Context: an optimization exercise on an open-source flow, tuned for small area and a short achievable clock period. The choices shown serve that exercise and are no tape-out recipe. No functional check of the RTL was part of any run shown here. No activity file was given, so power comes from the tool's default toggle rates.

==> flow/design.v (outline; a module is shown in full before it is edited, if it fits) <==
// module mac_16bit: 745 lines
module mac_16bit(out_rounded,md,mr,clk,rst);
  // ...
==> flow/flow/run.sh <==
#!/bin/bash
# The standard layout (the standard.sh), except that the port buffers are
# sky130_fd_sc_hd__buf_2 cells instead of the default delay buffers.
set -euo pipefail
export BUFFER_PORTS_ARGS="-buffer_cell sky130_fd_sc_hd__buf_2"
bash standard.sh > standard.log 2>&1
==> flow/standard.sh <==
#!/bin/bash
# synth_recipe.tcl (not shown) runs the flow's synth.tcl, then flattens the netlist and writes it again
# the make line also repeats each setting of config.mk as NAME=value (left out here)
make -C /OpenROAD-flow-scripts/flow DESIGN_CONFIG=/design/flow/config.mk WORK_HOME=/design/flow/orfs CLKGATE_MAP_FILE= SYNTH_SCRIPT=/design/flow/synth_recipe.tcl "${@:-finish}"
==> flow/config.mk <==
export PLATFORM = sky130hd
export DESIGN_NAME = mac_16bit
export DESIGN_NICKNAME = mac_16bit
export VERILOG_FILES = /design/flow/design.v
export SDC_FILE = /design/flow/constraint.sdc
export NUM_CORES = 4
export LEC_CHECK = 0
export CAP_MARGIN = 20
export CORE_MARGIN = 2
export CORE_UTILIZATION = 60
export CTS_CLUSTER_DIAMETER = 100
export CTS_CLUSTER_SIZE = 20
export SETUP_SLACK_MARGIN = 4.15
export SLEW_MARGIN = 20
==> flow/constraint.sdc <==
create_clock -name core_clock -period 6.9 [get_ports {clk}]
set_input_delay 1.3800 -clock core_clock [delete_from_list [all_inputs] [get_ports {clk}]]
set_output_delay 1.3800 -clock core_clock [all_outputs]
set_load 0.01 [all_outputs]
==> run_results.csv, run 1 <==
group,metric,value,unit
layout,multiInputGateArea,7640,um2
sta,final.period_utilization,0.403,
outcome,outcome,"finished clean",
floorplan,floorplan.die.height,148,um
clock_network,total_cts_buffers,14,
yosys,synthFlopType,"dfxtp_1",
layout,nMultiInputCombCells,774,
sta,final.min_clock_period,2.78,ns
sta,setup_ws,4.12,ns
yosys,synth_edf_count,0,
power,p_seq_frac,0.290,
global_routing,track_usage,0.234,
yosys,synth_xor_xnor_area_share,0.131,
yosys,yosys-mux-area-fraction,0.00353,
worst_setup_path,cp_slowest_stage_delay,0.57,ns
power,power.combinational.fraction,0.578,
power,internal_power,3660,uW
clock_network,root_buffer,"clkbuf_16",
worst_setup_path,timing.critical_path.buf_inv,0,
yosys,synthTopCellsByCount,"dfxtp_1, inv_1, a22oi_1, fa_1, xnor2_1",
layout,clock_buffer_count,16,
placement,hpwlAfterDp,17.5,mm
yosys,netlist-cell-type-count,48,
worst_setup_path,cp_num_cells,10,
clock_network,cts.sink_count,205,
layout,seqCellArea,4170,um2
layout,largest_registers,"P (79), A (40), out_rounded (27)",
yosys,synth_top_area_share,0.331,
power,power_per_cell_area,443,nW/um2
layout,finalInstanceArea,13600,um2
global_routing,via_count_of_the_first_global_routing_pass,7982,
clock_network,cts-hold-fix-buffers,0,
power,p_switching,2370,uW
worst_setup_path,rr_startpoint,"P[14]",
sta,hold_ws,0.346,ns
layout,drive_above_1_share,0.158,
yosys,synth_seq_area_share,0.331,
yosys,synth_top_family_by_area,"adder cells",
layout,diodes,0,
layout,final_core_utilization,0.672,
sta,tns,0,ns
yosys,yosys.area_share.simple,0.0694,
worst_setup_path,kind_of_critical_path,"flip-flop to flip-flop",
==> run 2: changes to the inputs <==
--- a/flow/config.mk
+++ b/flow/config.mk
@@ -10,5 +10,5 @@
 export CORE_UTILIZATION = 60
 export CTS_CLUSTER_DIAMETER = 100
 export CTS_CLUSTER_SIZE = 20
-export SETUP_SLACK_MARGIN = 4.15
+export SETUP_SLACK_MARGIN = 4.25
 export SLEW_MARGIN = 20
==> run 2 against run 1 <==
Net effect: first-iteration DRC count is 12% higher; worst setup slack got worse by 0.039 ns; fmax decreased by 1.4%; still clean; combinational power grew 7.2%.
==> run_results.csv, run 2 <==
group,metric,value,unit
worst_setup_path,start_kind,"flip-flop",
placement,placed_cells_incl_taps,1452,
yosys,syn_area,12400,um2
sta,tns,0,ns
clock_network,cts-hold-fix-buffers,0,
clock_network,cts_tree,"done",
clock_network,worstSkewPairLatency,0.48,ns
layout,largest_registers,"P (79), A (40), out_rounded (27)",
route,drtAntennaViolNets,0,
worst_setup_path,kind_of_critical_path,"flip-flop to flip-flop",
clock_network,cts.htree.levels,1,
placement,place_congestion,0.838,
power,power_per_cell_area,454,nW/um2
yosys,synthTopCellsByCount,"dfxtp_1, inv_1, a22oi_1, fa_1, xnor2_1",
route,drtPass1Iterations,5,
worst_setup_path,cp_slowest_stage_delay,0.56,ns
layout,drive_above_1_share,0.182,
worst_setup_path,critPathArrivalTime,3.19,ns
global_routing,globalRoute.totalOverflow,0,
sta,clock_skew,0.0182,ns
yosys,mappedNetlistNets,1432,
sta,max_slew.worst_pin.slew,0.865,ns
clock_network,buffers_from_clock_root_to_sink_at_most,3,
sta,worst_slew_margin_rel,0.421,
clock_network,cts.sink_count,205,
global_routing,grt_start_max_net_pins,39,
yosys,mapped_cells,1196,
route,remaining_drc_errors,0,
worst_hold_path,timing.hold.worst.class,"flip-flop to flip-flop",
floorplan,initial_utilization,0.613,
floorplan,die_w,148,um
yosys,netlist_top_cells_area,"dfxtp_1, fa_1, ha_1",
layout,diodes,0,
layout,fillerInstances,1551,
clock_network,root_buffer,"clkbuf_16",
placement,portBuffers,60,
layout,finalInstanceArea,13900,um2
sta,grt_setup_unrepaired,"true",
route,viasPerCell,5.45,
worst_setup_path,critPathCapture,"CB[1]",
layout,nNetsFinal,1467,
power,ir_worst_vdd,0.253,mV
placement,hpwlAfterDp,17.8,mm
yosys,synth_seq_area_share,0.331,
sta,final_hold_viol_count,0,
layout,layout_common_cells,"dfxtp_1, inv_1, a22oi_1, fa_1, xnor2_1",
yosys,synth_edf_count,0,
layout,layout.cells.most_common,"dfxtp_1",
worst_setup_path,setup.worst_path.end_class,"flip-flop",
placement,placement.cell_area,12800,um2
route,routed_wire_length_per_instance,16.8,um
route,finalWirelength,25.3,mm
global_routing,via_count_of_the_first_global_routing_pass,8215,
global_routing,grt_first_pass_wirelength,41.4,mm
sta,slew_violations,0,
route,dr_total_vias,8187,
worst_setup_path,timing.critical_path.buf_inv,0,
floorplan,die_area,21800,um2
floorplan,core-area,20200,um2
global_routing,antenna_violations_before_repair,0,
yosys,synthFlopType,"dfxtp_1",
sta,hold_ws,0.335,ns
floorplan,floorplan.die.height,148,um
floorplan,ioPinCount,61,
yosys,yosysWarnings,1,
layout,stdcell_count,1502,
layout,max_flop_register,"P",
clock_network,total_cts_buffers,14,
yosys,synth_area_per_cell,10.4,um2
outcome,outcome,"finished clean",
job,timing.max_cap.violations,0,
yosys,postSynth.asyncResetShare,0,
layout,largest_register_ffs,79,
layout,layout-area-overhead-vs-synth,11.8,%
layout,multiInputGateArea,7760,um2
layout,seqCellArea,4220,um2
sta,final.period_utilization,0.408,
sta,setup-violations-final,0,
worst_setup_path,rr_startpoint,"P[13]",
worst_setup_path,crit_chain,"fa_1, fa_1, ha_1, a21o_1, a21o_1, a21oi_2, o21bai_2, a21oi_2, nor2b_1, o21a_1",
worst_setup_path,cp_num_cells,10,
worst_setup_path,reg2reg_end,"CB[1]",
power,leakage_power_total,0.00608,uW
worst_setup_path,critical_path.startpoint,"P[13]",
worst_setup_path,timing.critical_path.max_delay_family,"adder cells",
route,detailedRoute.firstIterationViolations,545,
worst_setup_path,critical_path_peak_fanout,2,
yosys,netlist-cell-type-count,48,
worst_setup_path,cpMaxStageDelayCell,"fa_1",
sta,max_freq,355,MHz
yosys,synth_top_area_share,0.331,
floorplan,row_count,52,
sta,final.min_clock_period,2.82,ns
yosys,post-synth-top-count-cell,"dfxtp_1",
worst_setup_path,r2r.worst_path.cells,10,
yosys,total_of_flip_flops_plus_latches_after_synthesis,205,
worst_setup_path,worst-endpoint-required,7.27,ns
clock_network,worst_setup_hold_path_clk_slew,0.08,ns
global_routing,track_usage,0.236,
worst_setup_path,regToRegSetupSlack,4.08,ns
yosys,yosysTopAreaCell,"dfxtp_1",
run 2: cells by family after synthesis:
kind of cell	Yosys count	synth area share
AO/OA/AOI/OAI	210	0.122
XOR/XNOR	186	0.131
adder cells (fa/ha/maj)	202	0.277
buffers and inverters	217	0.0657
flip-flops	205	0.331
multiplexers	4	0.00353
AND/OR/NAND/NOR	172	0.0694
run 2: report_power, final:
group          switching [uW]  internal, uW  leakage [uW]  total [uW]
registers                 256          1500       0.00172        1760
clock network             401           403      0.000199         804
logic                    1800          1930       0.00416        3730
run 2: per-stage QoR:
step / worst slack, ns / utilization / total power, uW
detailed placement: 3.84 / 0.633 / 4880
floorplan: 4.25 / - / 4220
finish: 4.08 / 0.685 / 6290
CTS: 4.02 / 0.671 / 5990
global route: 4.01 / 0.685 / 6920
global placement: 3.88 / 0.633 / 4740
run 2: repair_timing:
| action | 4_1_cts | 5_1_grt |
|---|---|---|
| endpoints found under the setup margin | 46 | 50 |
| resized for setup | 63 | 69 |
| setup buffers | 27 | 6 |
| pin swaps | 41 | 39 |
run 2: routing by layer:
layer,track usage,part of all wire,vias to the layer above,routed length [um]
met5,0,0,-,0
met4,0.0692,0.023,0,572
met3,0.0346,0.054,50,1370
met2,0.361,0.44,229,11000
met1,0.351,0.49,3958,12300
li1,-,-,3950,-
run 2: worst min-delay path by stage:
| stage | from | endpoint | slack, ns | depth (start not counted) |
|---|---|---|---|---|
| detailed placement | r1 | z2 | 0.32 | 0 |
| CTS | r1 | z2 | 0.34 | 0 |
| global placement | r1 | z2 | 0.32 | 0 |
| global route | r1 | z2 | 0.34 | 0 |
| floorplan | r1 | z2 | 0.31 | 0 |
| finish | r1 | z2 | 0.33 | 0 |
run 2: final cells by class:
type	instances	area share
clock inverter	1	0.00117
timing repair buffer	98	0.0450
inverter	138	0.0374
multi-input combinational	774	0.560
tap	270	0.0244
sequential	205	0.304
clock buffer	16	0.0281

==> re-timing with driven ports <==
Ports are ideal in the flow. The routed layouts listed here were re-timed in OpenROAD. Step 1: set_driving_cell puts a clkbuf_16 on clk and a buf_2 on each other input, an assumption about the parent block. Step 2 moves the port delays by t, midway between the first and last clock arrival at a register: inputs arrive t later, outputs are due t later. That takes back most of the time a late clock gives input paths. Slacks: no drivers / after step 1 / after step 2; pairs: no drivers / after step 1.
run | t (ns) | slack for setup (ns) | hold slack, ns | cell pins on the clock port's net
run 1 | 0.520 | 4.121 / 4.121 / 3.838 | 0.346 / 0.346 / 0.346 | 1
run 2 | 0.524 | 4.082 / 4.082 / 3.853 | 0.335 / 0.335 / 0.335 | 1
After both steps every run listed still meets setup and hold. The setup slack of run 1, which loses most, moves by 0.000 ns with the drivers and by -0.283 ns with both steps.
